Context: an optimization exercise on an open-source flow, tuned for small area. The choices shown serve that exercise and are no tape-out recipe. Function was checked by simulation only, so behaviour that the tests miss may differ from the original.

==> flow/design.v (outline; a module is shown in full before it is edited, if it fits) <==
// module absolute_value: 175 lines
// module vec_block: 30 lines
// module vec_scaling: 265 lines
// module vec_angle_calc: 47 lines
// module vec_angle_decode: 225 lines
// module CORDIC_Vectoring_top1: 89 lines
module CORDIC_Vectoring_top1 #(
        parameter DATA_WIDTH = 16,
        parameter CORDIC_WIDTH = 22,
        parameter CORDIC_STAGES = 16,
        parameter ANGLE_WIDTH = 16
    ) (
        input clk,
        input nreset,
        input vec_en,
        input signed [DATA_WIDTH-1:0] x_vec_in,
        input signed [DATA_WIDTH-1:0] y_vec_in,
        input angle_calc_enable_in,
        output signed [DATA_WIDTH-1:0] x_vec_out,
        output output_valid_o,
        output [CORDIC_STAGES-1:0] micro_angle_o,
        output [1:0] quad_out,
        output vec_microRot_out_start,
        output signed [ANGLE_WIDTH-1:0] angle_out
    );
  // ...
==> flow/flow/run.sh <==
#!/bin/bash
# Standard synthesis, then a re-optimisation of its combinational logic around the
# full adders (netopt.py + resynth.ys), then the standard layout flow.
set -euo pipefail
LIB=$FLOW_HOME/platforms/sky130hd/lib/sky130_fd_sc_hd__tt_025C_1v80.lib
R=orfs/results/sky130hd/CORDIC_Vectoring_top1/base
bash standard.sh synth > standard_synth.log 2>&1
cp $R/1_2_yosys.v standard_1_2_yosys.v
python3 flow/netopt.py $LIB standard_1_2_yosys.v netopt.v > netopt.log 2>&1
sed -e "s#LIBFILE#$LIB#g" -e "s#FLOWHOME#$FLOW_HOME#g" flow/resynth.ys > resynth.ys
yosys -s resynth.ys > resynth.log 2>&1
cp resynth.v $R/1_2_yosys.v
touch $R/1_2_yosys.v
rm -f $R/1_synth.odb
bash standard.sh synth > standard_synth2.log 2>&1
bash standard.sh > standard_finish.log 2>&1
==> flow/flow/netopt.py <==
#!/usr/bin/env python3
"""Rewrite a mapped Yosys netlist for re-synthesis of its combinational glue:
keeps flip-flops, full/half adders and tie cells as instances, turns every other
cell into an assign from its liberty function, and flips the polarity of full
adders (FA(~a,~b,~c) = ~FA(a,b,c)) where that removes inverters between adders,
flip-flops and ports.  Usage: netopt.py LIB IN.v OUT.v"""
import re, sys, collections

lib_path, in_path, out_path = sys.argv[1:4]

# ---- liberty: output pin functions
lib = open(lib_path).read()
funcs = {}
for m in re.finditer(r'\n\s*cell\s*\(\s*"?(\w+)"?\s*\)\s*\{', lib):
    start = m.end(); depth = 1; i = start
    while depth:
        c = lib[i]
        if c == '{': depth += 1
        elif c == '}': depth -= 1
        i += 1
    body = lib[start:i]
    outs = {}
    for pm in re.finditer(r'\n\s*pin\s*\(\s*"?(\w+)"?\s*\)\s*\{', body):
        s2 = pm.end(); d = 1; j = s2
        while d:
            c = body[j]
            if c == '{': d += 1
            elif c == '}': d -= 1
            j += 1
        pb = body[s2:j]
        if re.search(r'direction\s*:\s*"?output', pb):
            f = re.search(r'\n\s*function\s*:\s*"([^"]*)"', pb)
            if f: outs[pm.group(1)] = f.group(1)
    funcs[m.group(1)] = outs

KEEP = re.compile(r'sky130_fd_sc_hd__(df|edf|sdf|fa_|ha_|conb|dl)')

txt = open(in_path).read()
mod_start = txt.index('module ')
hdr_end = txt.index(';', mod_start) + 1
header = txt[mod_start:hdr_end]
body = txt[hdr_end:txt.rindex('endmodule')]

port_decl = []
for m in re.finditer(r'^\s*(input|output|inout)\b[^;]*;', body, re.M):
    port_decl.append(m.group(0).strip())

NET = r'(\\\S+\s|[A-Za-z_][\w$]*(?:\s*\[\d+\])?|\d+\'[bh][0-9a-fA-Fxz]+)'
insts = []
for m in re.finditer(r'^\s*(sky130_fd_sc_hd__\w+)\s+(\\\S+\s|\S+)\s*\((.*?)\);', body, re.M | re.S):
    pins = {p: n.strip() for p, n in re.findall(r'\.(\w+)\(\s*' + NET + r'\s*\)', m.group(3))}
    insts.append([m.group(1), m.group(2).strip(), pins])
assigns = re.findall(r'^\s*assign\s+(.*?)\s*=\s*(.*?);', body, re.M)

def norm(n):
    n = n.strip()
    return n

# drivers / loads
driver = {}
loads = collections.defaultdict(list)
for idx, (t, name, pins) in enumerate(insts):
    outs = funcs.get(t, {})
    for p, n in pins.items():
        if p in outs or p in ('Q', 'Q_N', 'HI', 'LO', 'SUM', 'COUT'):
            driver[n] = (idx, p)
        else:
            loads[n].append((idx, p))

def is_inv(t):
    return re.match(r'sky130_fd_sc_hd__(clk)?inv_\d+$', t) is not None
def is_fa(t):
    return t.startswith('sky130_fd_sc_hd__fa_')
def kept(t):
    return KEEP.match(t) is not None

# ---- FA flip optimisation
# edges between kept cells / ports through inverter-only chains: (drv, load, parity)
edges = []
def walk(net, parity, src):
    for (li, lp) in loads.get(net, []):
        t = insts[li][0]
        if is_inv(t):
            walk(insts[li][2]['Y'], parity ^ 1, src)
        elif kept(t):
            edges.append((src, li, parity))
for idx, (t, name, pins) in enumerate(insts):
    if kept(t):
        for p in ('Q', 'SUM', 'COUT'):
            if p in pins:
                walk(pins[p], 0, idx)
flip = collections.defaultdict(int)
fa_ids = [i for i, x in enumerate(insts) if is_fa(x[0])]
adj = collections.defaultdict(list)
for (a, b, p) in edges:
    adj[a].append((b, p)); adj[b].append((a, p))
def cost_local(i):
    return sum((p ^ flip[i] ^ flip[j]) for (j, p) in adj[i] if j != i)
changed = True; it = 0
while changed and it < 50:
    changed = False; it += 1
    for i in fa_ids:
        c0 = cost_local(i); flip[i] ^= 1; c1 = cost_local(i)
        if c1 < c0: changed = True
        else: flip[i] ^= 1
tot = sum((p ^ flip[a] ^ flip[b]) for (a, b, p) in edges)
sys.stderr.write("netopt: %d FA, %d flipped, %d edges, inverting edges %d -> %d\n" % (
    len(fa_ids), sum(flip[i] for i in fa_ids), len(edges), sum(p for (_, _, p) in edges), tot))

# ---- write
out = [header]
out += ['  ' + d for d in port_decl]
nets = set()
for t, name, pins in insts:
    nets.update(pins.values())
for a, b in assigns:
    nets.add(a.strip()); nets.add(b.strip())
portnames = set()
for d in port_decl:
    for w in re.sub(r'^(input|output|inout)\s*(\[\d+:\d+\])?', '', d).rstrip(';').split(','):
        portnames.add(w.strip())
def base(n):
    return re.sub(r'\s*\[\d+\]$', '', n) if not n.startswith('\\') else n
decl = set()
for n in nets:
    if "'" in n: continue
    b = base(n)
    if b in portnames: continue
    decl.add(n if n.startswith('\\') else b)
for n in sorted(decl):
    out.append('  wire %s ;' % n if n.startswith('\\') else '  wire %s;' % n)
k = 0
def tok_sub(fn, pins):
    def rep(m):
        return '(' + pins[m.group(0)] + ' )'
    e = re.sub(r'[A-Za-z_]\w*', rep, fn)
    return e.replace('!', '~')
for idx, (t, name, pins) in enumerate(insts):
    if kept(t):
        pins = dict(pins)
        if is_fa(t) and flip[idx]:
            for p in ('A', 'B', 'CIN'):
                nn = '\\nopt_i%d ' % k; k += 1
                out.append('  wire %s;' % nn)
                out.append('  assign %s = ~%s ;' % (nn, pins[p]))
                pins[p] = nn
            for p in ('SUM', 'COUT'):
                nn = '\\nopt_o%d ' % k; k += 1
                out.append('  wire %s;' % nn)
                out.append('  assign %s = ~%s ;' % (pins[p], nn))
                pins[p] = nn
        out.append('  %s %s (%s);' % (t, name if not name.startswith('\\') else name + ' ',
                   ', '.join('.%s(%s )' % (p, n) for p, n in pins.items())))
    else:
        for p, fn in funcs[t].items():
            if p in pins:
                out.append('  assign %s = %s;' % (pins[p] + ' ' if pins[p].startswith('\\') else pins[p],
                                                  tok_sub(fn, pins)))
for a, b in assigns:
    out.append('  assign %s = %s;' % (a, b))
out.append('endmodule')
open(out_path, 'w').write('\n'.join(out) + '\n')
==> flow/flow/resynth.ys <==
# Re-synthesis of the combinational glue of the standard synthesis netlist
# (netopt.v, written by netopt.py). Flip-flops, adders and tie cells stay as they are.
read_liberty -lib LIBFILE
read_verilog netopt.v
hierarchy -top CORDIC_Vectoring_top1
proc
opt -purge
techmap
opt -fast -purge
abc -script FLOWHOME/scripts/abc_area.script -liberty LIBFILE -dont_use sky130_fd_sc_hd__probe_p_8 -dont_use sky130_fd_sc_hd__probec_p_8 -dont_use sky130_fd_sc_hd__lpflow_bleeder_1 -dont_use sky130_fd_sc_hd__lpflow_clkbufkapwr_1 -dont_use sky130_fd_sc_hd__lpflow_clkbufkapwr_16 -dont_use sky130_fd_sc_hd__lpflow_clkbufkapwr_2 -dont_use sky130_fd_sc_hd__lpflow_clkbufkapwr_4 -dont_use sky130_fd_sc_hd__lpflow_clkbufkapwr_8 -dont_use sky130_fd_sc_hd__lpflow_clkinvkapwr_1 -dont_use sky130_fd_sc_hd__lpflow_clkinvkapwr_16 -dont_use sky130_fd_sc_hd__lpflow_clkinvkapwr_2 -dont_use sky130_fd_sc_hd__lpflow_clkinvkapwr_4 -dont_use sky130_fd_sc_hd__lpflow_clkinvkapwr_8 -dont_use sky130_fd_sc_hd__lpflow_decapkapwr_12 -dont_use sky130_fd_sc_hd__lpflow_decapkapwr_3 -dont_use sky130_fd_sc_hd__lpflow_decapkapwr_4 -dont_use sky130_fd_sc_hd__lpflow_decapkapwr_6 -dont_use sky130_fd_sc_hd__lpflow_decapkapwr_8 -dont_use sky130_fd_sc_hd__lpflow_inputiso0n_1 -dont_use sky130_fd_sc_hd__lpflow_inputiso0p_1 -dont_use sky130_fd_sc_hd__lpflow_inputiso1n_1 -dont_use sky130_fd_sc_hd__lpflow_inputiso1p_1 -dont_use sky130_fd_sc_hd__lpflow_inputisolatch_1 -dont_use sky130_fd_sc_hd__lpflow_isobufsrc_1 -dont_use sky130_fd_sc_hd__lpflow_isobufsrc_16 -dont_use sky130_fd_sc_hd__lpflow_isobufsrc_2 -dont_use sky130_fd_sc_hd__lpflow_isobufsrc_4 -dont_use sky130_fd_sc_hd__lpflow_isobufsrc_8 -dont_use sky130_fd_sc_hd__lpflow_isobufsrckapwr_16 -dont_use sky130_fd_sc_hd__lpflow_lsbuf_lh_hl_isowell_tap_1 -dont_use sky130_fd_sc_hd__lpflow_lsbuf_lh_hl_isowell_tap_2 -dont_use sky130_fd_sc_hd__lpflow_lsbuf_lh_hl_isowell_tap_4 -dont_use sky130_fd_sc_hd__lpflow_lsbuf_lh_isowell_4 -dont_use sky130_fd_sc_hd__lpflow_lsbuf_lh_isowell_tap_1 -dont_use sky130_fd_sc_hd__lpflow_lsbuf_lh_isowell_tap_2 -dont_use sky130_fd_sc_hd__lpflow_lsbuf_lh_isowell_tap_4  -D 10000
setundef -zero
splitnets
opt_clean -purge
hilomap -singleton -hicell sky130_fd_sc_hd__conb_1 HI -locell sky130_fd_sc_hd__conb_1 LO
insbuf -buf sky130_fd_sc_hd__buf_4 A X
opt_clean -purge
tee -o resynth_stat.txt stat -liberty LIBFILE
write_verilog -noattr -nohex -nodec resynth.v
==> flow/standard.sh <==
#!/bin/bash
# synth_recipe.tcl (not shown) runs the flow's synth.tcl, then flattens the netlist and writes it again
# the make line also repeats each setting of config.mk as NAME=value (left out here)
make -C /OpenROAD-flow-scripts/flow DESIGN_CONFIG=/design/flow/config.mk WORK_HOME=/design/flow/orfs CLKGATE_MAP_FILE= SYNTH_SCRIPT=/design/flow/synth_recipe.tcl "${@:-finish}"
==> flow/config.mk <==
export PLATFORM = sky130hd
export DESIGN_NAME = CORDIC_Vectoring_top1
export DESIGN_NICKNAME = CORDIC_Vectoring_top1
export VERILOG_FILES = /design/flow/design.v
export SDC_FILE = /design/flow/constraint.sdc
export NUM_CORES = 4
export LEC_CHECK = 0
export ABC_AREA = 1
export CAP_MARGIN = 20
export CORE_MARGIN = 2
export CORE_UTILIZATION = 40
export CTS_BUF_LIST = sky130_fd_sc_hd__clkbuf_4
export CTS_CLUSTER_DIAMETER = 40
export CTS_CLUSTER_SIZE = 10
export PLACE_DENSITY = 0.6
export SLEW_MARGIN = 20
==> flow/constraint.sdc <==
create_clock -name core_clock -period 10.0 [get_ports {clk}]
set_input_delay 2.0000 -clock core_clock [delete_from_list [all_inputs] [get_ports {clk}]]
set_output_delay 2.0000 -clock core_clock [all_outputs]
set_load 0.01 [all_outputs]
==> summary.md, run 1 <==
| Metric | Value |
|---|---|
| Multi-input logic area | 21600 um^2 |
| Largest Register | g_stage.stage.x_out |
| Residual DRC | 0 |
| Routed wl met3 | 2.68 mm |
| Pin count of the biggest net entering global routing | 161 |
| Iteration-0 DRC Markers | 638 |
| Post-CTS sizing | 0 |
| Critical path endpoint category | flip-flop |
| Crit path time final | 9.60 ns |
| Crit share post-route | 96.0% |
| Drt via density | 4.24 |
| Routed WL | 68.0 mm |
| Post-CTS setup buffer count | 0 |
| CTS Hold Bufs | 0 |
| Met2 WL post-DR | 38.1 mm |
| Deepest clock path buffer count | 3 |
| Post-Syn Area per Cell | 12.8 um^2 |
| Max reg flops | 302 |
| TritonCTS buffer count | 131 |
| Die Footprint | 108000 um^2 |
| Non-clk invs | 416 |
| Post-Place Setup Slack | 0.255 ns |
| Max layer used | met4 |
| Most common cell after layout, fill and taps aside | dfxtp_1 |
| Hold WC Path Type | flip-flop to flip-flop |
| Slowest stage cell, crit path | fa_1 |
| Worst r2r path cells | 24 |
| Most frequent cells in the layout | 639 x dfxtp_1, 606 x fa_1, 477 x nand2_1 |
| CLK BUF | 151 |
| Status | no timing/DRC/antenna violations |
==> inputs of run 2 (changes only) <==
--- a/flow/flow/run.sh
+++ b/flow/flow/run.sh
@@ -8,5 +8,5 @@
 cp $R/1_2_yosys.v standard_1_2_yosys.v
 python3 flow/netopt.py $LIB standard_1_2_yosys.v netopt.v > netopt.log 2>&1
-sed -e "s#LIBFILE#$LIB#g" -e "s#FLOWHOME#$FLOW_HOME#g" flow/resynth.ys > resynth.ys
+sed -e "s#LIBFILE#$LIB#g" -e "s#FLOWHOME#$FLOW_HOME#g" -e "s#FLOWDIR#$PWD/flow#g" flow/resynth.ys > resynth.ys
 yosys -s resynth.ys > resynth.log 2>&1
 cp resynth.v $R/1_2_yosys.v
@@ -14,3 +14,3 @@
 rm -f $R/1_synth.odb
 bash standard.sh synth > standard_synth2.log 2>&1
-bash standard.sh > standard_finish.log 2>&1
+bash standard.sh BUFFER_PORTS_ARGS="-buffer_cell sky130_fd_sc_hd__buf_1" finish > standard_finish.log 2>&1
==> flow/flow/abc_amap.script (new file) <==
strash; dch; amap; topo
==> flow/flow/resynth.ys (replaced) <==
# Re-synthesis of the combinational glue of the standard synthesis netlist
# (netopt.v, written by netopt.py). Flip-flops, adders and tie cells stay as they are.
read_liberty -lib LIBFILE
read_verilog netopt.v
hierarchy -top CORDIC_Vectoring_top1
proc
opt -purge
techmap
opt -fast -purge
abc -script FLOWDIR/abc_amap.script -liberty LIBFILE -dont_use sky130_fd_sc_hd__probe_p_8 -dont_use sky130_fd_sc_hd__probec_p_8 -dont_use sky130_fd_sc_hd__lpflow_bleeder_1 -dont_use sky130_fd_sc_hd__lpflow_clkbufkapwr_1 -dont_use sky130_fd_sc_hd__lpflow_clkbufkapwr_16 -dont_use sky130_fd_sc_hd__lpflow_clkbufkapwr_2 -dont_use sky130_fd_sc_hd__lpflow_clkbufkapwr_4 -dont_use sky130_fd_sc_hd__lpflow_clkbufkapwr_8 -dont_use sky130_fd_sc_hd__lpflow_clkinvkapwr_1 -dont_use sky130_fd_sc_hd__lpflow_clkinvkapwr_16 -dont_use sky130_fd_sc_hd__lpflow_clkinvkapwr_2 -dont_use sky130_fd_sc_hd__lpflow_clkinvkapwr_4 -dont_use sky130_fd_sc_hd__lpflow_clkinvkapwr_8 -dont_use sky130_fd_sc_hd__lpflow_decapkapwr_12 -dont_use sky130_fd_sc_hd__lpflow_decapkapwr_3 -dont_use sky130_fd_sc_hd__lpflow_decapkapwr_4 -dont_use sky130_fd_sc_hd__lpflow_decapkapwr_6 -dont_use sky130_fd_sc_hd__lpflow_decapkapwr_8 -dont_use sky130_fd_sc_hd__lpflow_inputiso0n_1 -dont_use sky130_fd_sc_hd__lpflow_inputiso0p_1 -dont_use sky130_fd_sc_hd__lpflow_inputiso1n_1 -dont_use sky130_fd_sc_hd__lpflow_inputiso1p_1 -dont_use sky130_fd_sc_hd__lpflow_inputisolatch_1 -dont_use sky130_fd_sc_hd__lpflow_isobufsrc_1 -dont_use sky130_fd_sc_hd__lpflow_isobufsrc_16 -dont_use sky130_fd_sc_hd__lpflow_isobufsrc_2 -dont_use sky130_fd_sc_hd__lpflow_isobufsrc_4 -dont_use sky130_fd_sc_hd__lpflow_isobufsrc_8 -dont_use sky130_fd_sc_hd__lpflow_isobufsrckapwr_16 -dont_use sky130_fd_sc_hd__lpflow_lsbuf_lh_hl_isowell_tap_1 -dont_use sky130_fd_sc_hd__lpflow_lsbuf_lh_hl_isowell_tap_2 -dont_use sky130_fd_sc_hd__lpflow_lsbuf_lh_hl_isowell_tap_4 -dont_use sky130_fd_sc_hd__lpflow_lsbuf_lh_isowell_4 -dont_use sky130_fd_sc_hd__lpflow_lsbuf_lh_isowell_tap_1 -dont_use sky130_fd_sc_hd__lpflow_lsbuf_lh_isowell_tap_2 -dont_use sky130_fd_sc_hd__lpflow_lsbuf_lh_isowell_tap_4  -D 10000
setundef -zero
splitnets
opt_clean -purge
hilomap -singleton -hicell sky130_fd_sc_hd__conb_1 HI -locell sky130_fd_sc_hd__conb_1 LO
insbuf -buf sky130_fd_sc_hd__buf_4 A X
opt_clean -purge
tee -o resynth_stat.txt stat -liberty LIBFILE
write_verilog -noattr -nohex -nodec resynth.v
--- a/flow/config.mk
+++ b/flow/config.mk
@@ -9,8 +9,8 @@
 export CAP_MARGIN = 20
 export CORE_MARGIN = 2
-export CORE_UTILIZATION = 40
+export CORE_UTILIZATION = 55
 export CTS_BUF_LIST = sky130_fd_sc_hd__clkbuf_4
 export CTS_CLUSTER_DIAMETER = 40
 export CTS_CLUSTER_SIZE = 10
-export PLACE_DENSITY = 0.6
+export PLACE_DENSITY = 0.75
 export SLEW_MARGIN = 20
==> summary.md, run 2 <==
| Metric | Value |
|---|---|
| Most common cell after layout, fill and taps aside | dfxtp_1 |
| Max reg flops | 302 (unchanged) |
| Drt via density | 5.03 (+19%) |
| Final Max Slew Viols | 0 |
| Deepest clock path buffer count | 3 (unchanged) |
| CP arrival | 10.50 ns |
| Reg-to-Reg Start | g_stage[2].stage.z_out[21] |
| Endpoints failing setup | 0 |
| Worst r2r path cells | 26 (+8.3%) |
| # nets final | 4538 |
| Status | no timing/DRC/antenna violations |
| Iteration-0 DRC Markers | 1059 (+66%) |
| Clock latency on the worst-skew pair | 0.96 ns |
| Crit share post-route | 96.5% (+0.49 points) |
| Crit path launch type | flip-flop |
| Critical path endpoint category | flip-flop |
| Num Clock Sinks | 874 |
| Ratio of cells with drive above 1 in the final layout | 7.20% |
| GPL Wtd Cong | 0.908 |
| H-tree lvl count | 3 |
| Syn Nets | 4319 |
| Worst setup path class | flip-flop to flip-flop |
| Initial DRT Pass Iterations | 7 |
| Routed length per placed instance | 15.4 um |
| Maxcap violations | 0 |
| Max FO, Critical Path | 5 |
| Most frequent cells in the layout | 635 x dfxtp_1, 587 x fa_1, 532 x clkinv_1 |
| Ys Warns | 17 |
| Root buffer cell | clkbuf_4 |
| Post-Syn Instances | 3452 |
| Clock Pin Slew Worst Setup and Hold Paths | 0.11 ns |
| FP Rows | 100 |
| Crit path time final | 9.65 ns (+0.0491 ns) |
| Actual slew at the worst max-slew pin | 0.983 ns |
| Residual DRC | 0 (unchanged) |
| Chip height | 279 um |
| Hold WC Path Type | flip-flop to flip-flop |
| Terminus of the critical flop-to-flop path | g_stage[3].stage.z_out[21] |
| CTS tree | built |
| IO Count | 88 |
| Max-slew headroom | 34.4% |
| Antenna violations before repair | 3 |
| First-pass GRT wire length | 124 mm |
| CTS Hold Bufs | 0 (unchanged) |
| Initial Util | 55.7% |
| Post-Route Skew | 0.0984 ns |
| Number of global-route vias before repair | 25.4k |
| Core area | 74700 um^2 |
| Largest Register | g_stage.stage.x_out |
| Worst EP required | 10.85 ns |
| TNS Setup | 0 ns |
| Hold Fails Final Rpt | 0 |
| Hpwl dp | 58.4 mm |
| Port Buffers | 86 |
| Total track usage | 19.9% |
| Worst reg2reg setup slack | 0.35 ns |
| Gr ovfl total | 0 |
| Routed WL | 72.5 mm (+6.6%) |
| Post-Syn Area per Cell | 12.1 um^2 (-5.9%) |
| Setup crit start | g_stage[2].stage.z_out[21] |
| End point of the critical path | g_stage[3].stage.z_out[21] |
| Max frequency | 0.104 GHz |
| Area grow syn2layout | 8.14% |
| Placed Area | 43300 um^2 |
| Die Footprint | 77900 um^2 (-28%) |
| Synthesized cell area | 41600 um^2 |
| Die width | 279 um |
| Post-route ant nets | 0 |
| Final Util | 60.2% |
| TritonCTS buffer count | 115 (-12%) |
| Largest regs | g_stage.stage.x_out x302, g_stage.stage.z_out x287, angle.g_w.w x117 |
| Routed vias | 23.8k |
| Fin area | 45000 um^2 |
| Pin count of the biggest net entering global routing | 196 (+22%) |
[run 2: changes by cell type in the layout (fill, tap and decap cells not counted), sizes merged, moves of 85 or more]
cell	delta
xor2	-327
clkdlybuf4s50	-85
inv	-425
buf	+97
clkinv	+520
nand2	-241
o21ai	+145
o22ai	+155
a21oi	+161
nor2	+186
[run 2: layer usage]
layer | vias up | track usage [%] | routed length [um]
met5 | - | 0 | 0
met4 | 0 | 5.33 | 1760
met3 | 146 | 3.66 | 3140
met2 | 386 | 35.9 | 37800
met1 | 11580 | 24.7 | 29800
li1 | 11665 | - | -
[run 2: worst min path at each step]
stage / startpoint / to / slack (ns) / depth (start not counted)
2_1_floorplan: vld[9] / vld[10] / 0.36 / 0
3_3_place_gp: vld[10] / vld[11] / 0.37 / 0
3_5_place_dp: vld[10] / vld[11] / 0.37 / 0
4_1_cts: vld[13] / vld[14] / 0.38 / 0
5_1_grt: vld[12] / vld[13] / 0.39 / 0
6_report: vld[12] / vld[13] / 0.38 / 0
[run 2: layout make-up]
type	count	area, um^2
Antenna cell	6	15.0
Multi-Input combinational cell	2033	20900
Clock buffer	146	1100
Inverter	531	2010
Tap cell	969	1210
Clock inverter	48	512
Sequential cell	874	18700
Fill cell	5768	29700
Timing Repair Buffer	116	564
[run 2: through the flow]
step           hold slack [ns]  setup WS (ns)  std cells
2_1_floorplan            0.361        -0.0803       3452
3_3_place_gp             0.366          0.294       4521
3_5_place_dp             0.367         0.0195       4521
4_1_cts                  0.378         0.0309       4715
5_1_grt                  0.391        -0.0366       4720
6_report                 0.383          0.349       4723
[run 2: what timing repair did]
| item | in CTS | in global routing |
|---|---|---|
| resized for setup | 2 | 28 |
| setup endpoints to repair | 1 | 14 |
| buffers inserted | 0 | 2 |
| cloned | 0 | 0 |
| endpoints found under the hold margin | 0 | 0 |
[run 2: worst max-delay path: stages (launching register included)]
cell and delay (ns):
dfxtp_2 0.35, clkinv_2 0.09, nor2_1 0.07, a21oi_4 0.14, ha_1 0.19, clkinv_1 0.09, fa_1 0.42, fa_2 0.38
fa_2 0.37, fa_1 0.42, fa_1 0.43, fa_1 0.43, fa_1 0.42, fa_1 0.42, fa_1 0.43, fa_1 0.44
fa_1 0.43, fa_1 0.43, fa_1 0.43, fa_1 0.43, fa_1 0.42, fa_1 0.43, fa_1 0.42, fa_1 0.42
fa_1 0.43, fa_2 0.39, a21oi_2 0.20
==> inputs of run 3 (changes only) <==
--- a/flow/config.mk
+++ b/flow/config.mk
@@ -9,8 +9,8 @@
 export CAP_MARGIN = 20
 export CORE_MARGIN = 2
-export CORE_UTILIZATION = 55
+export CORE_UTILIZATION = 40
 export CTS_BUF_LIST = sky130_fd_sc_hd__clkbuf_4
 export CTS_CLUSTER_DIAMETER = 40
 export CTS_CLUSTER_SIZE = 10
-export PLACE_DENSITY = 0.75
+export PLACE_DENSITY = 0.6
 export SLEW_MARGIN = 20
==> summary.md, run 3 <==
| Metric | Value |
|---|---|
| Status | no timing/DRC/antenna violations |
| Crit path depth | 27 (+3.8%) |
| Max frequency | 0.104 GHz (about the same) |
| Final Max Slew Viols | 0 (unchanged) |
| Worst EP required | 10.82 ns (-0.03 ns) |
| Delay of the slowest cell on the worst path | 0.45 ns (about the same) |
| Most used routing layer | met2 |
| Largest Register | g_stage.stage.x_out |
| Routed vias | 23.2k (-2.3%) |
| Syn Nets | 4319 (unchanged) |
| M2 GR Usage | 26.7% (-9.2 points) |
| Root buffer cell | clkbuf_4 |
| Slowest stage cell, crit path | fa_1 |
| First-pass GRT wire length | 125 mm (+1.0%) |
| Die Footprint | 107000 um^2 (+37%) |
| Clock latency on the worst-skew pair | 0.97 ns (about the same) |
| Delay-heaviest family, CP | adder cells |
| Total track usage | 14.6% (-5.3 points) |
| Num Clock Sinks | 874 (unchanged) |
| Number of global-route vias before repair | 25.0k (-1.6%) |
| Maxcap violations | 0 (unchanged) |
| Setup repair after global routing missed its margin | false |
| Crit share post-route | 96.5% (about the same) |
| Worst r2r path cells | 27 (+3.8%) |
| Clock Pin Slew Worst Setup and Hold Paths | 0.11 ns (about the same) |
| Hold Fails Final Rpt | 0 (unchanged) |
| Hold WC Path Type | flip-flop to flip-flop |
| Crit path buf inv count | 2 (unchanged) |
| Post-Route Skew | 0.0889 ns (-0.00948 ns) |
| Met3 usage | 3.21% (-0.45 points) |
| IO Count | 88 (unchanged) |
| Port Buffers | 86 (unchanged) |
| Drt via density | 4.51 (-10%) |
| Max FO, Critical Path | 3 (-2) |
| Worst setup path class | flip-flop to flip-flop |
| Max-slew headroom | 31.8% (-2.7 points) |
| Initial DRT Pass Iterations | 4 (-3) |
| Initial Util | 40.3% (-15 points) |
| Met1 Usage GRT | 17.2% (-7.5 points) |
| Chip height | 326 um (+17%) |
| Crit path launch type | flip-flop |
| Most frequent cells in the layout | 633 x dfxtp_1, 592 x fa_1, 531 x clkinv_1 |
| Pin count of the biggest net entering global routing | 68 (-65%) |
| Hpwl dp | 60.9 mm (+4.2%) |
| H-tree lvl count | 3 (unchanged) |
| Crit path top cell by count | fa_1 |
| Ys Warns | 17 (unchanged) |
| WHS | 0.377 ns (-0.00634 ns) |
| Most common cell after layout, fill and taps aside | dfxtp_1 |
| CP arrival | 10.47 ns (-0.03 ns) |
| Crit path time final | 9.65 ns (-0.000594 ns) |
| Actual slew at the worst max-slew pin | 1.02 ns (+0.0365 ns) |
| Post-CTS sizing | 0 (-2) |
| Critical path endpoint category | flip-flop |
| FP Rows | 118 (+18%) |
| Area grow syn2layout | 9.56% |
| CTS Hold Bufs | 0 (unchanged) |
| Gr ovfl total | 0 (unchanged) |
| Routed length per placed instance | 14.4 um (-6.0%) |
| Antenna violations before repair | 2 (-1) |
| Residual DRC | 0 (unchanged) |
| Post-Syn Area per Cell | 12.1 um^2 (unchanged) |
| Ratio of cells with drive above 1 in the final layout | 7.59% (+0.39 points) |
| Die width | 326 um (+17%) |
| Iteration-0 DRC Markers | 874 (-17%) |
| Post-route ant nets | 0 (unchanged) |
| Endpoints failing setup | 0 (unchanged) |
| # nets final | 4546 (+0.18%) |
| GPL Wtd Cong | 0.860 (-5.3%) |
| Core area | 103000 um^2 (+38%) |
| Synthesized cell area | 41600 um^2 (unchanged) |
| Deepest clock path buffer count | 3 (unchanged) |
| TritonCTS buffer count | 120 (+4.3%) |
| Routed WL | 74.3 mm (+2.5%) |
| Min-Delay Path Depth | 0 (unchanged) |
| Largest regs | g_stage.stage.x_out x302, g_stage.stage.z_out x287, angle.g_w.w x117 |
| Post-CTS setup buffer count | 0 (unchanged) |
| Max reg flops | 302 (unchanged) |
| Post-Syn Instances | 3452 (unchanged) |
| CTS tree | built |
run 3: changes by cell type in the layout (fill, tap and decap cells not counted), moves of 2 or more:
cell,before,now
dfxtp_1,635,633
clkinv_4,6,2
fa_2,20,15
buf_4,29,33
fa_1,587,592
inv_2,0,2
clkbuf_4,147,155
clkinv_2,19,30
run 3: worst paths after layout:
| check | to | slack, ns | startpoint |
|---|---|---|---|
| max in group asynchronous | angle.g_w[7].w[4] | 6.84 | nreset |
| max | g_stage[10].stage.z_out[21] | 0.35 | g_stage[9].stage.z_out[21] |
| min in group asynchronous | xo[14] | 1.11 | nreset |
| min reg2reg | vld[7] | 0.38 | vld[6] |
| max reg2reg | g_stage[10].stage.z_out[21] | 0.35 | g_stage[9].stage.z_out[21] |
| min | vld[7] | 0.38 | vld[6] |
run 3: stage by stage:
step / setup slack, ns / setup TNS (ns) / instances / cell area (um^2) / utilization, %
final: 0.349 / 0 / 5152 / 45600 / 44.1
after global routing: 0.00313 / 0 / 5152 / 45600 / 44.1
after CTS: 0.172 / 0 / 5147 / 45500 / 44.0
after detailed placement: 0.178 / 0 / 4937 / 43800 / 42.4
after global placement: 0.260 / 0 / 4937 / 43800 / 42.4
after floorplan: -0.0803 / -0.0803 / 3452 / 41600 / -
run 3: cell type report:
type | instances | area [um^2]
diodes | 5 | 12.5
clock buffers | 154 | 1160
clock inverters | 56 | 537
fillers | 9644 | 57800
inverters | 531 | 2000
multi-input cells | 2033 | 20900
flip-flops and latches | 874 | 18700
well taps | 1380 | 1730
repair buffers | 119 | 574
run 3: layer usage:
metal  vias up  wire (um)
met2       287      38900
met5         -          0
li1      11715          -
met1     11090      30400
met4         0       1940
met3       147       3090
==> inputs of run 4 (changes only) <==
--- a/flow/flow/run.sh
+++ b/flow/flow/run.sh
@@ -14,3 +14,3 @@
 rm -f $R/1_synth.odb
 bash standard.sh synth > standard_synth2.log 2>&1
-bash standard.sh BUFFER_PORTS_ARGS="-buffer_cell sky130_fd_sc_hd__buf_1" finish > standard_finish.log 2>&1
+bash standard.sh BUFFER_PORTS_ARGS="-buffer_cell sky130_fd_sc_hd__buf_1" CTS_ARGS="-sink_clustering_enable -repair_clock_nets -sink_clustering_size 16 -sink_clustering_max_diameter 50 -buf_list sky130_fd_sc_hd__clkbuf_8 -dont_use_dummy_load" finish > standard_finish.log 2>&1
--- a/flow/flow/resynth.ys
+++ b/flow/flow/resynth.ys
@@ -13,5 +13,5 @@
 opt_clean -purge
 hilomap -singleton -hicell sky130_fd_sc_hd__conb_1 HI -locell sky130_fd_sc_hd__conb_1 LO
-insbuf -buf sky130_fd_sc_hd__buf_4 A X
+insbuf -buf sky130_fd_sc_hd__buf_1 A X
 opt_clean -purge
 tee -o resynth_stat.txt stat -liberty LIBFILE
==> summary.md, run 4 <==
| Metric | Value |
|---|---|
| M2 GR Usage | 26.7% (about the same) |
| Routed length per placed instance | 14.5 um (+0.82%) |
| Final Max Slew Viols | 0 (unchanged) |
| Max reg flops | 302 (unchanged) |
| Clock latency on the worst-skew pair | 0.73 ns (-0.24 ns) |
| Num Clock Sinks | 874 (unchanged) |
| CTS Hold Bufs | 0 (unchanged) |
| Post-Syn Instances | 3452 (unchanged) |
| Residual DRC | 0 (unchanged) |
| Antenna violations before repair | 0 (-2) |
| Routed WL | 73.1 mm (-1.6%) |
| Drt via density | 4.54 (+0.59%) |
| Status | no timing/DRC/antenna violations |
| CP arrival | 10.13 ns (-0.34 ns) |
| Ratio of cells with drive above 1 in the final layout | 4.88% (-2.7 points) |
| Endpoints failing setup | 0 (unchanged) |
| Most frequent cells in the layout | 635 x dfxtp_1, 587 x fa_1, 522 x clkinv_1 |
| Max FO, Critical Path | 4 (+1) |
| Hold Fails Final Rpt | 0 (unchanged) |
| Max-slew headroom | 33.1% (+1.4 points) |
| Ys Warns | 17 (unchanged) |
| Die Footprint | 106000 um^2 (-0.13%) |
| Layout Cells excl Fill | 5028 (-2.4%) |
| Port Buffers | 86 (unchanged) |
| Critical path endpoint category | flip-flop |
| Most used routing layer | met2 |
| Worst setup path class | flip-flop to flip-flop |
| Chip height | 326 um (about the same) |
| First-pass GRT wire length | 125 mm (-0.40%) |
| Crit path launch type | flip-flop |
| H-tree lvl count | 3 (unchanged) |
| Delay of the slowest cell on the worst path | 0.44 ns (about the same) |
| Met3 usage | 2.75% (-0.46 points) |
| FP Rows | 118 (unchanged) |
| TritonCTS buffer count | 93 (-23%) |
| Clock Pin Slew Worst Setup and Hold Paths | 0.10 ns (about the same) |
| Pin count of the biggest net entering global routing | 170 (+150%) |
| Crit share post-route | 95.9% (-0.56 points) |
| Met1 Usage GRT | 17.3% (+0.095 points) |
| Dpl cells | 4935 (-0.041%) |
| Ant. Diodes | 0 (-5) |
| Maxcap violations | 0 (unchanged) |
| Area grow syn2layout | 8.68% |
| Core area | 103000 um^2 (-0.14%) |
| GPL Wtd Cong | 0.839 (-2.5%) |
| Post-route ant nets | 0 (unchanged) |
| Die width | 326 um (about the same) |
| Number of global-route vias before repair | 24.7k (-1.0%) |
| IO Count | 88 (unchanged) |
| Most common cell after layout, fill and taps aside | dfxtp_1 |
| Total track usage | 14.5% (-0.097 points) |
| Largest regs | g_stage.stage.x_out x302, g_stage.stage.z_out x287, angle.g_w.w x117 |
| Hold WC Path Type | flip-flop to flip-flop |
| Slowest stage cell, crit path | fa_1 |
| Gr ovfl total | 0 (unchanged) |
| Actual slew at the worst max-slew pin | 0.999 ns (-0.0208 ns) |
| Max frequency | 0.104 GHz (+0.58%) |
| Worst EP required | 10.53 ns (-0.29 ns) |
| # nets final | 4517 (-0.64%) |
| Crit path time final | 9.59 ns (-0.0562 ns) |
| Root buffer cell | clkbuf_8 |
| Post-Syn Area per Cell | 12.0 um^2 (-0.13%) |
| Initial DRT Pass Iterations | 5 (+1) |
| Largest Register | g_stage.stage.x_out |
| CTS tree | built |
| Syn Nets | 4319 (unchanged) |
| Deepest clock path buffer count | 3 (unchanged) |
| Post-CTS setup buffer count | 0 (unchanged) |
| Synthesized cell area | 41500 um^2 (-0.13%) |
| Hpwl dp | 60.0 mm (-1.4%) |
| Post-Route Skew | 0.106 ns (+0.0170 ns) |
| Crit path top cell by count | fa_1 |
| Routed vias | 22.8k (-1.8%) |
| Iteration-0 DRC Markers | 921 (+5.4%) |
| Initial Util | 40.3% (about the same) |
[run 4: repair_timing]
| item | CTS | global route |
|---|---|---|
| gates resized for setup | 0 | 27 |
| setup endpoints to repair | 0 | 13 |
| endpoints found under the hold margin | 0 | 0 |
[run 4: routing by layer]
layer	vias up	share of wire (%)
li1	11526	-
met4	0	2.6
met2	242	53
met3	125	3.6
met5	-	0
met1	10921	41
[run 4: worst paths after layout]
| kind | startpoint | to | slack (ns) | cells after the start |
|---|---|---|---|---|
| max in group asynchronous | nreset | angle.g_w[7].w[5] | 7.08 | 2 |
| setup reg to reg | g_stage[5].stage.z_out[21] | g_stage[6].stage.z_out[21] | 0.41 | 26 |
| setup / recovery | g_stage[5].stage.z_out[21] | g_stage[6].stage.z_out[21] | 0.41 | 26 |
| hold / removal | vld[13] | vld[14] | 0.38 | 0 |
| hold reg to reg | vld[13] | vld[14] | 0.38 | 0 |
| min in group asynchronous | nreset | angle.qr[13][0] | 1.46 | 1 |
[run 4: per-stage QoR]
stage | setup WS, ns | util (%) | hold slack, ns | cell area [um^2] | TNS, ns
after CTS | 0.101 | 43.7 | 0.376 | 45100 | 0
after floorplan | -0.0803 | - | 0.361 | 41600 | -0.0803
after global placement | 0.226 | 42.4 | 0.367 | 43800 | 0
final | 0.405 | 43.8 | 0.375 | 45200 | 0
after detailed placement | 0.133 | 42.4 | 0.365 | 43800 | 0
after global routing | -0.00107 | 43.8 | 0.396 | 45200 | -0.00107
[run 4: layout make-up]
| class | instances | area, um^2 |
|---|---|---|
| flip-flops and latches | 874 | 18700 |
| well taps | 1380 | 1730 |
| inverters | 531 | 2010 |
| clock buffers | 93 | 1280 |
| multi-input cells | 2033 | 20900 |
| fillers | 9576 | 58000 |
| repair buffers | 117 | 572 |
[run 4: worst max-delay path: cells and delay by family, from the launching register on]
family,cells,cell delay (ns)
buf+inv,2,0.16
simple gates,1,0.10
flops,1,0.37
fa+ha+maj,21,8.61
compound gates,2,0.19
==> inputs of run 5 (changes only) <==
--- a/flow/flow/run.sh
+++ b/flow/flow/run.sh
@@ -14,3 +14,3 @@
 rm -f $R/1_synth.odb
 bash standard.sh synth > standard_synth2.log 2>&1
-bash standard.sh BUFFER_PORTS_ARGS="-buffer_cell sky130_fd_sc_hd__buf_1" CTS_ARGS="-sink_clustering_enable -repair_clock_nets -sink_clustering_size 16 -sink_clustering_max_diameter 50 -buf_list sky130_fd_sc_hd__clkbuf_8 -dont_use_dummy_load" finish > standard_finish.log 2>&1
+bash standard.sh BUFFER_PORTS_ARGS="-buffer_cell sky130_fd_sc_hd__buf_1" CTS_ARGS="-sink_clustering_enable -repair_clock_nets -sink_clustering_size 8 -sink_clustering_max_diameter 36 -buf_list {sky130_fd_sc_hd__clkbuf_2 sky130_fd_sc_hd__clkbuf_4} -dont_use_dummy_load" finish > standard_finish.log 2>&1
--- a/flow/flow/resynth.ys
+++ b/flow/flow/resynth.ys
@@ -13,5 +13,5 @@
 opt_clean -purge
 hilomap -singleton -hicell sky130_fd_sc_hd__conb_1 HI -locell sky130_fd_sc_hd__conb_1 LO
-insbuf -buf sky130_fd_sc_hd__buf_1 A X
+insbuf -buf sky130_fd_sc_hd__buf_4 A X
 opt_clean -purge
 tee -o resynth_stat.txt stat -liberty LIBFILE
==> summary.md, run 5 <==
| Metric | Value |
|---|---|
| Most used routing layer | met2 |
| Num Clock Sinks | 874 (unchanged) |
| Crit path buf inv count | 2 (unchanged) |
| Core area | 103000 um^2 (+0.14%) |
| Met1 Usage GRT | 17.0% (-0.26 points) |
| Met3 usage | 3.59% (+0.84 points) |
| Hold Fails Final Rpt | 0 (unchanged) |
| M2 GR Usage | 26.6% (-0.070 points) |
| Crit share post-route | 96.5% (+0.59 points) |
| Largest Register | g_stage.stage.x_out |
| Max FO, Critical Path | 3 (-1) |
| Port Buffers | 86 (unchanged) |
| H-tree lvl count | 4 (+1) |
| Largest regs | g_stage.stage.x_out x302, g_stage.stage.z_out x287, angle.g_w.w x117 |
| Syn Nets | 4319 (unchanged) |
| TritonCTS buffer count | 144 (+55%) |
| Residual DRC | 0 (unchanged) |
| Routed vias | 23.2k (+1.5%) |
| GPL Wtd Cong | 0.860 (+2.6%) |
| Worst setup path class | flip-flop to flip-flop |
| Max reg flops | 302 (unchanged) |
| FP Rows | 118 (unchanged) |
| Setup repair after global routing missed its margin | false |
| First-pass GRT wire length | 125 mm (+0.48%) |
| Pin count of the biggest net entering global routing | 68 (-60%) |
| Die Footprint | 107000 um^2 (+0.13%) |
| Gr ovfl total | 0 (unchanged) |
| Max-slew headroom | 31.8% (-1.4 points) |
| Clock Pin Slew Worst Setup and Hold Paths | 0.09 ns (about the same) |
| Actual slew at the worst max-slew pin | 1.02 ns (+0.0207 ns) |
| Ys Warns | 17 (unchanged) |
| Post-Syn Area per Cell | 12.1 um^2 (+0.13%) |
| Critical path endpoint category | flip-flop |
| Endpoints failing setup | 0 (unchanged) |
| Routed length per placed instance | 14.6 um (+0.32%) |
| Final Util | 43.5% (-0.24 points) |
| Post-CTS setup buffer count | 0 (unchanged) |
| Most common cell after layout, fill and taps aside | dfxtp_1 |
| Max frequency | 0.104 GHz (-0.61%) |
| CTS Hold Bufs | 0 (unchanged) |
| # fillers | 9667 (+0.95%) |
| Area grow syn2layout | 8.09% |
| Routed WL | 74.2 mm (+1.5%) |
| Hold WC Path Type | flip-flop to flip-flop |
| Delay-heaviest family, CP | adder cells |
| Total track usage | 14.7% (+0.20 points) |
| Chip height | 326 um (about the same) |
| Root buffer cell | clkbuf_4 |
| CP arrival | 10.53 ns (+0.40 ns) |
| Worst EP required | 10.87 ns (+0.34 ns) |
| Hpwl dp | 60.9 mm (+1.4%) |
| Delay of the slowest cell on the worst path | 0.45 ns (about the same) |
| Maxcap violations | 0 (unchanged) |
| Ratio of cells with drive above 1 in the final layout | 6.16% (+1.3 points) |
| Status | no timing/DRC/antenna violations |
| Die width | 326 um (about the same) |
| Crit path time final | 9.65 ns (+0.0589 ns) |
| Most frequent cells in the layout | 635 x dfxtp_1, 591 x fa_1, 522 x clkinv_1 |
| Crit path top cell by count | fa_1 |
| Dpl cells | 4937 (+0.041%) |
| Drt via density | 4.55 (+0.33%) |
| # nets final | 4570 (+1.2%) |
| Post-Syn Instances | 3452 (unchanged) |
| Iteration-0 DRC Markers | 751 (-18%) |
| Deepest clock path buffer count | 3 (unchanged) |
| Slowest stage cell, crit path | fa_1 |
| Post-Route Skew | 0.0940 ns (-0.0119 ns) |
| Layout Cells excl Fill | 5087 (+1.2%) |
| CTS tree | built |
| Post-route ant nets | 0 (unchanged) |
| Initial Util | 40.3% (about the same) |
| Number of global-route vias before repair | 25.1k (+1.4%) |
| Synthesized cell area | 41600 um^2 (+0.13%) |
| Initial DRT Pass Iterations | 5 (unchanged) |
| Clock latency on the worst-skew pair | 1.01 ns (+0.28 ns) |
| Crit path launch type | flip-flop |
| Antenna violations before repair | 2 (+2) |
| IO Count | 88 (unchanged) |
| Final Max Slew Viols | 0 (unchanged) |
==> run 5: worst paths after layout <==
kind / slack, ns / depth (start not counted) / from / endpoint
worst max-delay path: 0.35 / 27 / g_stage[9].stage.z_out[21] / g_stage[10].stage.z_out[21]
worst min-delay path: 0.37 / 0 / vld[6] / vld[7]
worst max register to register: 0.35 / 27 / g_stage[9].stage.z_out[21] / g_stage[10].stage.z_out[21]
worst min register to register: 0.37 / 0 / vld[6] / vld[7]
max in group asynchronous: 6.82 / 3 / nreset / angle.g_w[6].w[4]
min in group asynchronous: 1.10 / 1 / nreset / xo[5]
==> run 5: cell type report <==
| class | instances | area (um^2) | area share [%] |
|---|---|---|---|
| Timing Repair Buffer | 119 | 574 | 1.28 |
| Clock buffer | 144 | 1080 | 2.40 |
| Multi-Input combinational cell | 2033 | 20900 | 46.4 |
| Sequential cell | 874 | 18700 | 41.6 |
| Antenna cell | 6 | 15.0 | 0.0334 |
| Tap cell | 1380 | 1730 | 3.84 |
| Inverter | 531 | 2000 | 4.46 |
==> run 5: timing repair <==
item / in CTS / in global routing
setup endpoints to repair: 0 / 12
resized for setup: 0 / 24
hold endpoints to repair: 0 / 0
==> run 5: layer usage <==
| layer | routed length [um] | vias to the layer above | share of wire (%) |
|---|---|---|---|
| li1 | - | 11684 | - |
| met1 | 30300 | 11033 | 41 |
| met2 | 38800 | 293 | 52 |
| met3 | 3240 | 149 | 4.4 |
| met4 | 1890 | 0 | 2.5 |
| met5 | 0 | - | 0 |
==> run 5: stage by stage <==
stage          hold slack, ns  setup TNS (ns)  setup WS, ns  instance area, um^2
2_1_floorplan           0.361         -0.0803       -0.0803                41600
3_3_place_gp            0.367               0         0.260                43800
3_5_place_dp            0.366               0         0.178                43800
4_1_cts                 0.382               0        0.0893                44900
5_1_grt                 0.384               0        0.0146                45000
6_report                0.373               0         0.347                45000
==> inputs of run 6 (changes only) <==
--- a/flow/flow/run.sh
+++ b/flow/flow/run.sh
@@ -14,3 +14,3 @@
 rm -f $R/1_synth.odb
 bash standard.sh synth > standard_synth2.log 2>&1
-bash standard.sh BUFFER_PORTS_ARGS="-buffer_cell sky130_fd_sc_hd__buf_1" CTS_ARGS="-sink_clustering_enable -repair_clock_nets -sink_clustering_size 8 -sink_clustering_max_diameter 36 -buf_list {sky130_fd_sc_hd__clkbuf_2 sky130_fd_sc_hd__clkbuf_4} -dont_use_dummy_load" finish > standard_finish.log 2>&1
+bash standard.sh BUFFER_PORTS_ARGS="-buffer_cell sky130_fd_sc_hd__buf_1" CTS_ARGS="-sink_clustering_enable -repair_clock_nets -sink_clustering_size 10 -sink_clustering_max_diameter 40 -buf_list sky130_fd_sc_hd__clkbuf_4 -dont_use_dummy_load" finish > standard_finish.log 2>&1
==> summary.md, run 6 <==
| Metric | Value |
|---|---|
| Status | no timing/DRC/antenna violations |
| Post-Syn Instances | 3452 (unchanged) |
| Worst setup path class | flip-flop to flip-flop |
| Most common cell after layout, fill and taps aside | dfxtp_1 |
| Actual slew at the worst max-slew pin | 1.03 ns (+0.0123 ns) |
| TritonCTS buffer count | 120 (-17%) |
| Max frequency | 0.103 GHz (-0.39%) |
| Initial Util | 40.3% (unchanged) |
| Routed vias | 23.1k (-0.23%) |
| Min-Delay Path Depth | 0 (unchanged) |
| Routed length per placed instance | 14.6 um (+0.11%) |
| Pin count of the biggest net entering global routing | 68 (unchanged) |
| Synthesized cell area | 41600 um^2 (unchanged) |
| Post-Route Skew | 0.123 ns (+0.0294 ns) |
| Drt via density | 4.56 (+0.26%) |
| Critical path endpoint category | flip-flop |
| Num Clock Sinks | 874 (unchanged) |
| Routed WL | 73.9 mm (-0.38%) |
| CP arrival | 10.50 ns (-0.03 ns) |
| Max-slew headroom | 30.9% (-0.83 points) |
| Worst r2r path cells | 27 (unchanged) |
| Ratio of cells with drive above 1 in the final layout | 5.49% (-0.67 points) |
| Crit path time final | 9.69 ns (+0.0380 ns) |
| Crit path launch type | flip-flop |
| Chip height | 326 um (unchanged) |
| Total track usage | 14.6% (-0.17 points) |
| Crit share post-route | 96.9% (+0.38 points) |
| Number of global-route vias before repair | 24.9k (-0.99%) |
| Post-Syn Area per Cell | 12.1 um^2 (unchanged) |
| Port Buffers | 86 (unchanged) |
| Worst EP required | 10.81 ns (-0.06 ns) |
| Iteration-0 DRC Markers | 810 (+7.9%) |
| First-pass GRT wire length | 125 mm (-0.60%) |
| Final worst slack | 0.309 ns (-0.0380 ns) |
| Die width | 326 um (unchanged) |
| Final Util | 43.3% (-0.18 points) |
| Area grow syn2layout | 7.64% |
| Dpl cells | 4937 (unchanged) |
| Clock latency on the worst-skew pair | 0.96 ns (-0.05 ns) |
| Max FO, Critical Path | 3 (unchanged) |
| Syn Nets | 4319 (unchanged) |
| CTS tree | built |
| CTS Hold Bufs | 0 (unchanged) |
| Deepest clock path buffer count | 3 (unchanged) |
| IO Count | 88 (unchanged) |
| Die Footprint | 107000 um^2 (unchanged) |
| Hpwl dp | 60.9 mm (unchanged) |
| Max reg flops | 302 (unchanged) |
| Residual DRC | 0 (unchanged) |
| Post-Place Setup Slack | 0.178 ns (unchanged) |
| Hold WC Path Type | flip-flop to flip-flop |
| Clock Pin Slew Worst Setup and Hold Paths | 0.11 ns (+0.02 ns) |
| GPL Wtd Cong | 0.860 (unchanged) |
| Largest regs | g_stage.stage.x_out x302, g_stage.stage.z_out x287, angle.g_w.w x117 |
| Root buffer cell | clkbuf_4 |
| Endpoints failing setup | 0 (unchanged) |
| Maxcap violations | 0 (unchanged) |
| Core area | 103000 um^2 (unchanged) |
| Hold Fails Final Rpt | 0 (unchanged) |
| Antenna violations before repair | 2 (unchanged) |
| Largest Register | g_stage.stage.x_out |
| Gr ovfl total | 0 (unchanged) |
| Layout Cells excl Fill | 5062 (-0.49%) |
| Ys Warns | 17 (unchanged) |
| # nets final | 4546 (-0.53%) |
| Most frequent cells in the layout | 634 x dfxtp_1, 594 x fa_1, 522 x clkinv_1 |
| Post-route ant nets | 0 (unchanged) |
| FP Rows | 118 (unchanged) |
| Initial DRT Pass Iterations | 5 (unchanged) |
| H-tree lvl count | 3 (-1) |
| Final Max Slew Viols | 0 (unchanged) |
run 6: changes by cell type in the layout (fill, tap and decap cells not counted):
| cell | before | now |
|---|---|---|
| fa_2 | 16 | 13 |
| dfxtp_2 | 6 | 7 |
| diode_2 | 6 | 5 |
| clkbuf_4 | 145 | 121 |
| dfxtp_1 | 635 | 634 |
| fa_1 | 591 | 594 |
run 6: metal layers:
metal | track usage, % | wire length [um] | up-vias
met5 | 0 | 0 | -
met4 | 4.30 | 2050 | 0
met3 | 3.24 | 3030 | 146
met2 | 26.6 | 38600 | 277
met1 | 17.1 | 30200 | 11063
li1 | - | - | 11619
run 6: timing repair:
action                                  CTS  global route
endpoints found under the setup margin    0            12
buffers inserted                          0             0
resized for setup                         0            22
run 6: per-stage QoR:
stage                     cell area [um^2]  hold slack, ns   TNS (ns)
final                                44800           0.365          0
after global routing                 44800           0.371  -0.000461
after CTS                            44700           0.372          0
after detailed placement             43800           0.366          0
after global placement               43800           0.367          0
after floorplan                      41600           0.361    -0.0803
run 6: final timing paths:
| check | start | endpoint | slack [ns] |
|---|---|---|---|
| min reg2reg | vld[10] | vld[11] | 0.37 |
| max | g_stage[9].stage.z_out[21] | g_stage[10].stage.z_out[21] | 0.31 |
| min in group asynchronous | nreset | xo[14] | 1.12 |
| max in group asynchronous | nreset | angle.g_w[7].w[4] | 6.82 |
| min | vld[10] | vld[11] | 0.37 |
| max reg2reg | g_stage[9].stage.z_out[21] | g_stage[10].stage.z_out[21] | 0.31 |
run 6: layout make-up:
class,count,area (um^2)
clock buffer,120,901
fill,9690,58600
multi-input combinational,2033,20900
timing repair buffer,119,574
antenna,5,12.5
inverter,531,2000
sequential,874,18700
tap,1380,1730
run 6: worst max-delay path: stages (launching register included):
cell	delay, ns
dfxtp_2	0.33
clkinv_2	0.05
nor2_1	0.04
a21oi_1	0.14
ha_1	0.18
clkinv_1	0.08
fa_1	0.42
fa_1	0.44
fa_1	0.43
fa_1	0.43
fa_1	0.43
fa_1	0.43
fa_1	0.45
fa_1	0.43
fa_1	0.43
fa_1	0.45
fa_1	0.43
fa_1	0.43
fa_1	0.42
fa_1	0.42
fa_1	0.42
fa_1	0.43
fa_1	0.43
fa_1	0.43
fa_1	0.42
fa_1	0.42
nor2_1	0.11
a21oi_1	0.06
==> inputs of run 7 (changes only) <==
==> flow/flow/abc_amap.script (replaced) <==
strash; dch -f; amap -m; topo
--- a/flow/flow/resynth.ys
+++ b/flow/flow/resynth.ys
@@ -13,5 +13,5 @@
 opt_clean -purge
 hilomap -singleton -hicell sky130_fd_sc_hd__conb_1 HI -locell sky130_fd_sc_hd__conb_1 LO
-insbuf -buf sky130_fd_sc_hd__buf_4 A X
+insbuf -buf sky130_fd_sc_hd__buf_1 A X
 opt_clean -purge
 tee -o resynth_stat.txt stat -liberty LIBFILE
==> summary.md, run 7 <==
| Metric | Value |
|---|---|
| Layout Cells excl Fill | 4927 (-2.7%) |
| Max-slew headroom | 26.9% (-4.1 points) |
| Maxcap violations | 0 (unchanged) |
| Hold WC Path Type | flip-flop to flip-flop |
| Drt via density | 4.59 (+0.58%) |
| Endpoints failing setup | 0 (unchanged) |
| FP Rows | 117 (-0.85%) |
| Port Buffers | 86 (unchanged) |
| Number of global-route vias before repair | 24.5k (-1.6%) |
| Worst EP required | 10.84 ns (+0.03 ns) |
| Routed vias | 22.6k (-2.1%) |
| IO Count | 88 (unchanged) |
| Crit path buf inv count | 2 (unchanged) |
| Die width | 326 um (-0.26%) |
| TNS Setup | 0 ns (unchanged) |
| Ratio of cells with drive above 1 in the final layout | 5.85% (+0.35 points) |
| Max FO, Critical Path | 4 (+1) |
| Status | no timing/DRC/antenna violations |
| Pin count of the biggest net entering global routing | 83 (+22%) |
| H-tree lvl count | 3 (unchanged) |
| Hpwl dp | 58.5 mm (-4.0%) |
| First-pass GRT wire length | 123 mm (-1.7%) |
| Critical path endpoint category | flip-flop |
| Syn Nets | 4203 (-2.7%) |
| Chip height | 326 um (-0.26%) |
| Clock Pin Slew Worst Setup and Hold Paths | 0.10 ns (about the same) |
| Num Clock Sinks | 874 (unchanged) |
| Post-Syn Instances | 3336 (-3.4%) |
| Max reg flops | 302 (unchanged) |
| Ys Warns | 17 (unchanged) |
| GPL Wtd Cong | 0.829 (-3.7%) |
| WHS | 0.371 ns (+0.00605 ns) |
| Delay of the slowest cell on the worst path | 0.45 ns (about the same) |
| Final Max Slew Viols | 0 (unchanged) |
| Crit share post-route | 95.8% (-1.1 points) |
| CP arrival | 10.42 ns (-0.08 ns) |
| Area grow syn2layout | 7.75% |
| Delay-heaviest family, CP | adder cells |
| Antenna violations before repair | 4 (+2) |
| Most frequent cells in the layout | 635 x dfxtp_1, 582 x fa_1, 401 x clkinv_1 |
| # fillers | 9547 (-1.5%) |
| Routed length per placed instance | 14.5 um (-0.85%) |
| Dpl cells | 4806 (-2.7%) |
| Crit path time final | 9.58 ns (-0.109 ns) |
| Max frequency | 0.104 GHz (+1.1%) |
| Post-Syn Area per Cell | 12.4 um^2 (+2.9%) |
| Largest regs | g_stage.stage.x_out x302, g_stage.stage.z_out x287, angle.g_w.w x117 |
| Post-route ant nets | 0 (unchanged) |
| CTS tree | built |
| Deepest clock path buffer count | 3 (unchanged) |
| Residual DRC | 0 (unchanged) |
| Worst setup path class | flip-flop to flip-flop |
| Fin area | 44600 um^2 (-0.41%) |
| Root buffer cell | clkbuf_4 |
| Core area | 102000 um^2 (-1.1%) |
| Hold Fails Final Rpt | 0 (unchanged) |
| Largest Register | g_stage.stage.x_out |
| Total track usage | 14.4% (-0.21 points) |
| Slowest stage cell, crit path | fa_1 |
| Crit path top cell by count | fa_1 |
| Setup repair after global routing missed its margin | false |
| Initial Util | 40.5% (+0.25 points) |
| Crit path launch type | flip-flop |
| Most common cell after layout, fill and taps aside | dfxtp_1 |
| Actual slew at the worst max-slew pin | 1.09 ns (+0.0534 ns) |
| Routed WL | 71.3 mm (-3.5%) |
| Synthesized cell area | 41400 um^2 (-0.52%) |
| Gr ovfl total | 0 (unchanged) |
| # nets final | 4426 (-2.6%) |
| Clock latency on the worst-skew pair | 0.97 ns (about the same) |
| Post-Route Skew | 0.116 ns (-0.00752 ns) |
| Iteration-0 DRC Markers | 758 (-6.4%) |
| Die Footprint | 106000 um^2 (-0.51%) |
| Initial DRT Pass Iterations | 5 (unchanged) |
| TritonCTS buffer count | 119 (-0.83%) |
| Placed Area | 43600 um^2 (-0.46%) |
run 7: cell count changes in the layout (fill, tap and decap cells not counted), sizes merged, moves of 3 or more:
cell    delta
a21oi     +22
a22o      -13
buf        -3
clkinv   -122
diode      -3
mux2i      +3
nand2     -16
nand3      -3
nor2      +18
o21ai     -11
o22a     +116
o22ai    -112
run 7: timing repair:
action | in CTS | in global routing
endpoints found under the setup margin | 0 | 15
resized for setup | 0 | 33
hold buffers | 0 | 0
buffers inserted | 0 | 0
run 7: path summary, 6_finish.rpt:
check                                             from                           to  slack [ns]  depth (start not counted)
hold / removal                                  vld[8]                       vld[9]        0.37                          0
setup reg to reg           g_stage[10].stage.z_out[21]  g_stage[11].stage.z_out[21]        0.42                         27
hold reg to reg                                 vld[8]                       vld[9]        0.37                          0
min in group asynchronous                       nreset           angle.g_w[13].w[9]        0.95                          1
max in group asynchronous                       nreset               angle.qr[8][0]        7.17                          3
setup / recovery           g_stage[10].stage.z_out[21]  g_stage[11].stage.z_out[21]        0.42                         27
run 7: through the flow:
| step | setup slack, ns | util [%] |
|---|---|---|
| 2_1_floorplan | -0.0702 | - |
| 3_3_place_gp | 0.209 | 42.7 |
| 3_5_place_dp | 0.171 | 42.7 |
| 4_1_cts | 0.0429 | 43.6 |
| 5_1_grt | 0.0136 | 43.6 |
| 6_report | 0.418 | 43.6 |
run 7: routing by layer:
metal	global-route usage, %	wire (um)	vias up	share of wire (%)
met5	0	11	-	0.015
met4	5.21	2410	2	3.4
met3	2.73	2730	158	3.8
met2	26.1	36800	309	52
met1	16.8	29400	10799	41
li1	-	-	11351	-
run 7: area by class of cell:
cell class	instances	area, um^2	area share (%)
timing repair buffer	116	556	1.25
sequential	874	18700	41.9
antenna	2	5.00	0.0112
tap	1368	1710	3.84
inverter	410	1550	3.48
clock buffer	119	893	2.00
multi-input combinational	2038	21200	47.5

afterwards: timing with drivers on the ports:
In the flow no input, the clock included, has a driving cell. The finished layouts below were timed again as built, in two steps.
Step 1: set_driving_cell puts a clkbuf_16 on clk and a buf_2 on each other input, an assumption about the parent block.
Step 2 times the ports against the registers' clock, not the clock port: input delays grow and output delays shrink by t, the midpoint of the rising clock arrivals with the driver on.
Slacks: ideal / step 1 / step 2; pairs: ideal / step 1.
| run | t (ns) | slack for setup (ns) | worst setup path after step 2 | pins driven straight from the clock port |
|---|---|---|---|---|
| run 1 | 1.048 | 0.398 / 0.398 / 0.398 | register to register | 1 |
| run 2 | 0.976 | 0.349 / 0.349 / 0.349 | register to register | 1 |
| run 3 | 0.992 | 0.349 / 0.349 / 0.349 | register to register | 1 |
| run 4 | 0.738 | 0.405 / 0.405 / 0.405 | register to register | 1 |
| run 5 | 1.028 | 0.347 / 0.347 / 0.347 | register to register | 1 |
| run 6 | 0.964 | 0.309 / 0.309 / 0.309 | register to register | 1 |
| run 7 | 0.955 | 0.418 / 0.418 / 0.418 | register to register | 1 |
After both steps every run listed still meets setup and hold.
